What follows belongs to an exercise in optimizing a design on an open flow for small area and a short achievable clock period; a production flow would make more cautious choices.
The RTL was checked by simulation tests, not by an equivalence proof against the original design.

==> run a <==
==> flow/design.v (excerpt) <==
module systolic_array_4x4 #(
  parameter DATA_W = 8,
  parameter ACC_W  = 16,
  parameter N      = 4
)(
  input  logic                   clk,
  input  logic                   rst_n,
  input  logic [N*DATA_W-1:0]    a_in,     
  input  logic [N*DATA_W-1:0]    w_in,     
  output logic [N*N*ACC_W-1:0]   result    
);
  logic [N-1:0][7:0]      a_q;
  logic [N-1:0][9:0]      t_q;
  logic [N-1:0][3:0][2:0] s_q;
  logic [N-1:0][7:0]      a_v, w_v;
  logic [N-1:0][9:0]      t_d;
  logic [N-1:0][3:0][2:0] s_d;
  genvar gi, gj, gr;
  for (gi = 0; gi < N; gi++) begin : OPD
    assign a_v[gi] = a_in[gi*DATA_W +: DATA_W];
    assign w_v[gi] = w_in[gi*DATA_W +: DATA_W];
    assign t_d[gi] = {2'b00, a_v[gi]} + {1'b0, a_v[gi], 1'b0};
    for (gr = 0; gr < 4; gr++) begin : DIG
      assign s_d[gi][gr][0] =  w_v[gi][2*gr] & ~w_v[gi][2*gr+1];
      assign s_d[gi][gr][1] = ~w_v[gi][2*gr] &  w_v[gi][2*gr+1];
      assign s_d[gi][gr][2] =  w_v[gi][2*gr] &  w_v[gi][2*gr+1];
    end
  end
  always_ff @(posedge clk or negedge rst_n) begin
    if (!rst_n) begin
      a_q <= '0;
      t_q <= '0;
      s_q <= '0;
    end else begin
      a_q <= a_v;
      t_q <= t_d;
      s_q <= s_d;
    end
  end
  for (gi = 0; gi < N; gi++) begin : ROW
    for (gj = 0; gj < N; gj++) begin : COL
      pe u_pe (
        .clk(clk), .rst_n(rst_n),
        .a(a_q[gi]), .t(t_q[gi]), .s(s_q[gj]),
        .psum_out(result[(gi*N+gj)*ACC_W +: ACC_W])
      );
    end
  end
endmodule
export LEC_CHECK = 0
export CAP_MARGIN = 20
export CELL_PAD_IN_SITES_DETAIL_PLACEMENT = 1
export CELL_PAD_IN_SITES_GLOBAL_PLACEMENT = 1
export CORE_MARGIN = 2
export CORE_UTILIZATION = 40
export CTS_BUF_LIST = sky130_fd_sc_hd__clkbuf_8
export SLEW_MARGIN = 20
export SYNTH_HIERARCHICAL = 1
create_clock -name core_clock -period 5.2 [get_ports {clk}]
standard.sh (not shown) runs the stock make flow with config.mk's settings and CLKGATE_MAP_FILE= SYNTH_SCRIPT=/design/flow/synth_recipe.tcl, a recipe that flattens the netlist after the stock synthesis.
==> flow/flow/run.sh <==
#!/bin/bash
# Layout flow: the standard ORFS flow (standard.sh) with two settings
# passed to make:
#  - the port buffers that global placement inserts are the small
#    sky130_fd_sc_hd__buf_1 (every input and output port still gets its own
#    buffer; timing repair may resize it);
#  - ABC maps with a 1 fF load per output (ABC_LOAD_IN_FF) instead of 5 fF, so
#    the design's single-gate modules map to minimum-size cells; placement
#    and timing repair size up what needs it.
# The make output goes to standard_flow.log; ORFS keeps each step's log under
# orfs/logs.
set -euo pipefail
bash standard.sh "BUFFER_PORTS_ARGS=-buffer_cell sky130_fd_sc_hd__buf_1" \
  ABC_LOAD_IN_FF=1 finish > standard_flow.log 2>&1
==> run b: changes against run a <==
- CELL_PAD_IN_SITES_DETAIL_PLACEMENT: 1 -> default
- CELL_PAD_IN_SITES_GLOBAL_PLACEMENT: 1 -> default
- CTS_BUF_LIST: sky130_fd_sc_hd__clkbuf_8 -> default
- SETUP_SLACK_MARGIN: default -> 1.5
==> run c: changes against run a <==
- CELL_PAD_IN_SITES_DETAIL_PLACEMENT: 1 -> default
- CELL_PAD_IN_SITES_GLOBAL_PLACEMENT: 1 -> default
- CTS_BUF_LIST: sky130_fd_sc_hd__clkbuf_8 -> default
- SETUP_SLACK_MARGIN: default -> 1.7
==> impl_metrics.json <==
{
  "max_freq_mhz": 293,
  "clock_buffers": 77,
  "status": "timing/DRC/antenna clean",
  "cts.htree.levels": 2,
  "diodes": 0,
  "wl_met3_um": 17400,
  "grt_start_max_net_pins": 96,
  "p_leak_nw": 18.2,
  "worst-path-buf-inv": 1,
  "met2_usage_pct": 37.6,
  "cp_common_cell": "ha_1",
  "slowest_delay_ns": 0.40,
  "power.density_nw_per_um2": 737,
  "clk_latency_ns": 0.63,
  "final.setup.worst_slack_ns": 1.78,
  "route.met2.wl_um": 56400
}
[end of results for run c]
==> impl_metrics.json <==
{
  "status": "timing/DRC/antenna clean",
  "max_freq_mhz": 264,
  "clk_latency_ns": 0.74,
  "cts.htree.levels": 3,
  "grt_use_met1_pct": 39.3,
  "worst-path-buf-inv": 2,
  "place.gp.congestion": 0.834,
  "synth_cell_types": 37,
  "slowest_delay_ns": 0.98,
  "diodes": 2,
  "clock_buffers": 111,
  "p_leak_nw": 18.4,
  "grt.total_usage_pct": 28.8,
  "wl_met3_um": 13800,
  "final.setup.worst_slack_ns": 1.41,
  "synthSimpleGateAreaFrac_pct": 9.59,
  "grt_start_max_net_pins": 113,
  "clk_path_buf_depth": 3,
  "worst_pin_slew_ns": 1.14,
  "met2_usage_pct": 46.1
}
[end of results for run a]
==> impl_metrics.json <==
{
  "clock_buffers": 77,
  "cts.htree.levels": 2,
  "wl_met3_um": 17200,
  "status": "timing/DRC/antenna clean",
  "grt_start_max_net_pins": 96,
  "worst-path-buf-inv": 1,
  "route.met2.wl_um": 56000,
  "power.density_nw_per_um2": 737,
  "clk_latency_ns": 0.63,
  "final.setup.worst_slack_ns": 1.62
}
[end of results for run b]

==> static timing again, ports no longer ideal <==
How much do the figures lean on ideal ports? The routed layouts below were timed once more, with nothing changed but the port constraints. Step 1 assumes that a clkbuf_16 drives the clock port and a buf_2 every other input. Step 2 adds t to the input delays and takes it off the output delays; t is the mean of the earliest and latest rising clock arrival at the registers after step 1. Input paths then give back, and output paths get back, about the clock's delay inside the block. Three values: ideal, step 1, step 2; two values: the first two.
run | t (ns) | setup slack, ns | worst hold slack (ns) | latest minus earliest clock arrival (ns)
run a | 0.789 | 1.412 / 1.412 / 1.412 | 0.308 / 0.272 / 0.556 | 0.044 / 0.044
run b | 0.694 | 1.620 / 1.620 / 1.620 | 0.546 / 0.498 / 0.553 | 0.021 / 0.021
run c | 0.693 | 1.784 / 1.716 / 1.829 | 0.546 / 0.498 / 0.553 | 0.020 / 0.020
After both steps every run listed still meets setup and hold.
